From an optimization exercise on the open Yosys and OpenROAD flow, aimed at small area; shortcuts taken in it are not production practice. Only simulation tests tie the RTL to the original design; equivalence was not proved.

==> job 952 <==
// top_module
module top_module #(parameter N = 31, M = 31) (
  input signed [N:0] a, input signed [N:0] b, input signed [N:0] p, input signed [N:0] q,
  input clk, input rst, rst1,
  output signed [N:0] af, output signed [N:0] bf, output signed [N:0] pf, output signed [N:0] qf,
  output [M:0] output_angle_vec, output [M:0] output_angle_rot);
export LEC_CHECK = 0
export CAP_MARGIN = 20
export CORE_MARGIN = 2
export CORE_UTILIZATION = 40
export PLACE_DENSITY = 0.6
export SLEW_MARGIN = 20
export SYNTH_HIERARCHICAL = 1
create_clock -name core_clock -period 8.0 [get_ports {clk}]
standard.sh (not shown) runs the stock make flow with config.mk's settings and CLKGATE_MAP_FILE= SYNTH_SCRIPT=/design/flow/synth_recipe.tcl, a recipe that flattens the netlist after the stock synthesis.
==> flow/flow/run.sh <==
#!/bin/bash
# Own flow: the standard layout (standard.sh, unchanged synthesis and steps), with
#  - port buffers made from the smallest buffer cell instead of clkdlybuf4s50_1, and
#  - the clock tree built without dummy loads and with larger leaf clusters.
# Every ORFS step writes its full log under orfs/logs/; this script's own output goes to
# run_flow.log in the work folder.
set -euo pipefail
exec > >(tee -a run_flow.log) 2>&1
export BUFFER_PORTS_ARGS="-buffer_cell sky130_fd_sc_hd__buf_1"
export CTS_ARGS="-sink_clustering_enable -repair_clock_nets -dont_use_dummy_load -buf_list sky130_fd_sc_hd__clkbuf_16 -sink_clustering_size 24 -sink_clustering_max_diameter 80"
bash standard.sh
==> inputs of job 8799, as changes to job 952 <==
--- a/flow/config.mk
+++ b/flow/config.mk
@@ -9,4 +9,5 @@
 export CORE_MARGIN = 2
 export CORE_UTILIZATION = 40
+export GPL_TIMING_DRIVEN = 0
 export PLACE_DENSITY = 0.6
 export SLEW_MARGIN = 20
==> flow_summary.ini <==
[outcome]
status = finished clean

[sta]
fin_ws_ns = 0.2275

[place]
dp_slack_ns = -2.356

[detailed_routing]
dr_wl_met2_mm = 185.8
That was job 8799.
==> flow_summary.ini <==
[cells_and_area]
n_all_buffers = 1430

[critical_path]
cp_slowest_cell = dfxtp_1

[grt]
track_usage_pct = 17.72

[detailed_routing]
dr_wl_met2_mm = 176.9

[outcome]
status = finished clean

[cts]
cts_tree = yes

[place]
dp_slack_ns = -0.3739
That was job 952.

---

==> run R: inputs <==
top_module, a different RTL version from the one above (not shown whole).
clock: 8.0 ns
lec_check: 0
cap_margin: 20
core_margin: 2
core_utilization: 40
place_density: 0.6
slew_margin: 20
synth_hierarchical: 1
Scripts as last shown in full above: flow/flow/run.sh
==> run B: changes against run R <==
--- a/flow/flow/run.sh
+++ b/flow/flow/run.sh
@@ -8,4 +8,5 @@
 exec > >(tee -a run_flow.log) 2>&1
 export BUFFER_PORTS_ARGS="-buffer_cell sky130_fd_sc_hd__buf_1"
-export CTS_ARGS="-sink_clustering_enable -repair_clock_nets -dont_use_dummy_load -buf_list sky130_fd_sc_hd__clkbuf_16 -sink_clustering_size 24 -sink_clustering_max_diameter 80"
+export CTS_ARGS="-sink_clustering_enable -repair_clock_nets -dont_use_dummy_load -buf_list sky130_fd_sc_hd__clkbuf_16 -sink_clustering_size 30 -sink_clustering_max_diameter 100"
+export RECOVER_POWER=100
 bash standard.sh
==> run C: changes against run R <==
- GPL_TIMING_DRIVEN: unset -> 0
==> summary.txt <==
- Clock-cell share: 0.0172
- Status: finished with violations
- Dpl cells: between 15,000 and 20,000
- Slew Limit Fails: 40
- SO Viols: capacitance limit, slew limit
- DP Worst Slack: -0.0427 ns
- First-pass GRT wire length: 560 mm
- Initial drt markers: approximately 4,400
- Register Area: approximately 0.055 sq mm
- Minimum clock period: just under 8 ns
- Non-Filler Instances: around 19,000
- Multi-input gate share of total cell area: 0.596
- Crit-path cells: fa_1 -> fa_1 -> fa_1 -> fa_1 -> fa_2 -> fa_2 -> fa_1 -> fa_1 -> fa_2 -> fa_1 -> fa_1 -> fa_1 -> fa_1 -> fa_2 -> fa_2 -> and4_1 -> a41oi_1 -> buf_4 -> nor3_1 -> or2_2 -> a211oi_1
- MaxCap Viol Count: 2
The numbers above come from run B.

==> summary.txt <==
- # nets final: roughly 17,000
- DP Worst Slack: -2.10 ns
- # fillers: about 38,000
- Slew Limit Fails: 0
- Worst hold start: vec_d9[2]
- Initial drt markers: roughly 4,300
- Routed met2 length: 172 mm
- Clock-cell share: 0.0220
- Crit-path most repeated cell: fa_2
- Dpl cells: between 15,000 and 20,000
- MaxCap Viol Count: 0
- Multi-input gate share of total cell area: 0.593
- First-pass GRT wire length: 575 mm
- Non-Filler Instances: approximately 19,000
- Total gr overflow: 0
- Status: timing/DRC/antenna clean
- Crit-path cells: fa_1 -> fa_1 -> fa_1 -> fa_1 -> fa_2 -> fa_1 -> fa_2 -> fa_2 -> fa_1 -> fa_2 -> fa_2 -> fa_1 -> fa_2 -> fa_2 -> fa_2 -> and4_4 -> a41oi_4 -> nor4_2 -> or2_2 -> a211oi_4
- GR Util met1: 0.246
- Register Area: between 0.05 and 0.06 sq mm
- Multi-input logic area: approximately 0.11 sq mm
The numbers above come from run C.

==> summary.txt <==
- Initial drt markers: around 4,400
- CORE AREA: 0.406 sq mm
- Slew Limit Fails: 0
- Minimum clock period: about 7.7 ns
- Syn Std Cell Area: roughly 0.16 sq mm
- Crit-path cells: fa_1 -> fa_1 -> fa_1 -> fa_1 -> fa_2 -> fa_2 -> fa_1 -> fa_1 -> fa_2 -> fa_1 -> fa_1 -> fa_1 -> fa_2 -> fa_2 -> fa_2 -> and4_1 -> a41oi_1 -> buf_4 -> nor3_1 -> or2_2 -> a211oi_1
- Dpl cells: 18,900
- Clock-cell share: 0.0221
- First-pass GRT wire length: approximately 560 mm
- DP Worst Slack: -0.0427 ns
- Non-Filler Instances: around 19,000
- Status: timing/DRC/antenna clean
- Multi-input gate share of total cell area: 0.593
- MaxCap Viol Count: 0
The numbers above come from run R.


---

==> 08-14: inputs <==
Another version of the RTL of top_module (not shown whole).
clock: 8.0 ns
lec_check: 0
cap_margin: 10
core_margin: 2
core_utilization: 55
place_density: 0.7
slew_margin: 10
synth_hierarchical: 1
==> flow/flow/run.sh <==
#!/bin/bash
# Own flow: the standard layout (standard.sh, unchanged synthesis and steps), with
#  - port buffers made from the smallest buffer cell instead of clkdlybuf4s50_1, and
#  - the clock tree built without dummy loads and with larger leaf clusters.
# Every ORFS step writes its full log under orfs/logs/; this script's own output goes to
# run_flow.log in the work folder.
set -euo pipefail
exec > >(tee -a run_flow.log) 2>&1
export BUFFER_PORTS_ARGS="-buffer_cell sky130_fd_sc_hd__buf_1"
export CTS_ARGS="-sink_clustering_enable -repair_clock_nets -dont_use_dummy_load -buf_list sky130_fd_sc_hd__clkbuf_8 -sink_clustering_size 16 -sink_clustering_max_diameter 60"
bash standard.sh
==> 01-23 (differences from 08-14) <==
Settings changed: CAP_MARGIN 10 to 20, CORE_UTILIZATION 55 to 40, PLACE_DENSITY 0.7 to 0.6, SLEW_MARGIN 10 to 20.
==> 03-04 (differences from 08-14) <==
--- a/flow/flow/run.sh
+++ b/flow/flow/run.sh
@@ -9,3 +9,3 @@
 export BUFFER_PORTS_ARGS="-buffer_cell sky130_fd_sc_hd__buf_1"
-export CTS_ARGS="-sink_clustering_enable -repair_clock_nets -dont_use_dummy_load -buf_list sky130_fd_sc_hd__clkbuf_8 -sink_clustering_size 16 -sink_clustering_max_diameter 60"
+export CTS_ARGS="-sink_clustering_enable -repair_clock_nets -dont_use_dummy_load -buf_list sky130_fd_sc_hd__clkbuf_16 -sink_clustering_size 24 -sink_clustering_max_diameter 80"
 bash standard.sh
Settings changed: CAP_MARGIN 10 to 20, CORE_UTILIZATION 55 to 40, PLACE_DENSITY 0.7 to 0.6, SLEW_MARGIN 10 to 20.
==> comparison table <==
| quantity | 01-23 | 08-14 | 03-04 |
|---|---|---|---|
| Largest net degree at the start of global routing | 133 | 92 | 133 |
| Total iterations of the first detailed-routing run | 8 | 6 | 7 |
| Critical path fanouts, max | 10 | 7 | 9 |
| Number of gates resized after cts | 2 | 3 | 3 |
| Filler Cells Inserted | 37700 | 24100 | 37600 |
| Worst R2R Start | angv_r[17]$_SDFF_PP0_ | angv_r[11]$_SDFF_PP0_ | angv_r[11]$_SDFF_PP0_ |
| CP endpoint | rot_y9[29]$_DFF_P_ | rot_y6[31]$_DFF_P_ | rot_y9[31]$_DFF_P_ |
| Number of placed instances with taps included | 19200 | 17600 | 19200 |
| Area occupied by multi-input gates | 0.104 mm^2 | 0.104 mm^2 | 0.104 mm^2 |
| Clock root buffer master | sky130_fd_sc_hd__clkbuf_8 | sky130_fd_sc_hd__clkbuf_8 | sky130_fd_sc_hd__clkbuf_16 |
| Register fraction of the total cell area | 0.311 | 0.316 | 0.310 |
| Routed length on met1 | 156000 um | 147000 um | 156000 um |
| Run status | finished clean | finished clean | finished clean |
| Met1 global-route usage | 0.226 | 0.303 | 0.226 |
| Reg clk slew, reported paths | 0.08 ns | 0.10 ns | 0.09 ns |
| Worst min-delay path endpoint | vec_d15[12]$_DFF_P_ | vec_d5[1]$_DFF_P_ | vec_d9[0]$_DFF_P_ |
| Antenna Diode Count | 8 | 3 | 8 |

---

==> inputs of exp/cedar <==
top_module again, from the RTL that the note above started with.
==> flow/config.mk <==
export PLATFORM = sky130hd
export DESIGN_NAME = top_module
export DESIGN_NICKNAME = top_module
export VERILOG_FILES = /design/flow/design.v
export SDC_FILE = /design/flow/constraint.sdc
export NUM_CORES = 4
export LEC_CHECK = 0
export CAP_MARGIN = 20
export CORE_MARGIN = 2
export CORE_UTILIZATION = 55
export PLACE_DENSITY = 0.7
export SLEW_MARGIN = 20
export SYNTH_HIERARCHICAL = 1
==> flow/constraint.sdc <==
create_clock -name core_clock -period 8.0 [get_ports {clk}]
set_input_delay 1.6000 -clock core_clock [delete_from_list [all_inputs] [get_ports {clk}]]
set_output_delay 1.6000 -clock core_clock [all_outputs]
set_load 0.01 [all_outputs]
==> flow/flow/run.sh <==
#!/bin/bash
# Own flow: the standard layout (standard.sh, unchanged synthesis and steps), with
#  - port buffers made from the smallest buffer cell instead of clkdlybuf4s50_1, and
#  - the clock tree built without dummy loads and with larger leaf clusters.
# Every ORFS step writes its full log under orfs/logs/; this script's own output goes to
# run_flow.log in the work folder.
set -euo pipefail
exec > >(tee -a run_flow.log) 2>&1
export BUFFER_PORTS_ARGS="-buffer_cell sky130_fd_sc_hd__buf_1"
export CTS_ARGS="-sink_clustering_enable -repair_clock_nets -dont_use_dummy_load -buf_list sky130_fd_sc_hd__clkbuf_16 -sink_clustering_size 24 -sink_clustering_max_diameter 80"
bash standard.sh
==> exp/sierra (differences from exp/cedar) <==
--- a/flow/flow/run.sh
+++ b/flow/flow/run.sh
@@ -8,4 +8,4 @@
 exec > >(tee -a run_flow.log) 2>&1
 export BUFFER_PORTS_ARGS="-buffer_cell sky130_fd_sc_hd__buf_1"
-export CTS_ARGS="-sink_clustering_enable -repair_clock_nets -dont_use_dummy_load -buf_list sky130_fd_sc_hd__clkbuf_16 -sink_clustering_size 24 -sink_clustering_max_diameter 80"
+export CTS_ARGS="-sink_clustering_enable -repair_clock_nets -dont_use_dummy_load -buf_list sky130_fd_sc_hd__clkbuf_8 -sink_clustering_size 16 -sink_clustering_max_diameter 60"
 bash standard.sh
==> results.toml <==
[outcome]
outcome = "timing/DRC/antenna clean"

[cts]
cts_root_buf = "clkbuf_16"

[grt]
grt_pass1_vias = 97600
grtUsageMet3_pct = 2.63

[drt]
viasPerCell = 5.11
avgRoutedWirePerCell_um = 19.2
wl_met1_um = 147000

[cells_and_area]
fin_area_um2 = 174000

[sta]
fin_skew_ps = 102

[worst_setup_path]
crit_buf_inv = 2
the above is filed under exp/cedar

==> results.toml <==
[outcome]
outcome = "timing/DRC/antenna clean"

[drt]
wl_met1_um = 147000

[cells_and_area]
fin_area_um2 = 173000

[cts]
cts_root_buf = "clkbuf_8"

[sta]
fin_skew_ps = 203

[grt]
grtUsageMet3_pct = 2.78
the above is filed under exp/sierra

separate check: timing with driven ports:
The results above use ideal ports. As a check the final layouts listed here were re-extracted and re-timed, cells and wires unchanged. Step 1, drivers: a clkbuf_16 drives clk and a buf_2 each remaining input, both assumed. Step 2 also shifts input and output timing later by t, the mid clock arrival at the registers, as if the neighbouring blocks saw the same clock. Three values: ideal ports, drivers, drivers and shift; two values: the first two.
| run | shift t [ns] | setup slack, ns | clock arrival spread, ns | worst data-port slew with drivers (ns) | cell pins on the clock port's net |
|---|---|---|---|---|---|
| job 952 | 0.972 | 0.416 / 0.416 / -0.169 | 0.111 / 0.111 | 0.21 | 1 |
| job 8799 | 0.968 | 0.227 / 0.227 / -0.527 | 0.145 / 0.145 | 0.24 | 1 |
| run R | 0.957 | 0.268 / 0.268 / 0.268 | 0.122 / 0.122 | 0.07 | 1 |
| run B | 1.000 | 0.259 / 0.259 / -0.176 | 0.175 / 0.175 | 0.12 | 1 |
| run C | 0.941 | 0.172 / 0.172 / -0.383 | 0.146 / 0.146 | 0.11 | 1 |
| 08-14 | 1.081 | 0.241 / 0.241 / 0.241 | 0.198 / 0.198 | 0.13 | 1 |
| 01-23 | 1.150 | 0.332 / 0.332 / 0.332 | 0.187 / 0.187 | 0.04 | 1 |
| 03-04 | 0.944 | 0.362 / 0.362 / 0.362 | 0.160 / 0.160 | 0.04 | 1 |
| exp/cedar | 0.923 | 0.174 / 0.174 / 0.174 | 0.108 / 0.107 | 0.16 | 1 |
| exp/sierra | 1.098 | 0.246 / 0.246 / 0.246 | 0.214 / 0.214 | 0.15 | 1 |
The setup slack of job 8799, which loses most, moves by 0.000 ns with the drivers and by -0.754 ns with both steps.
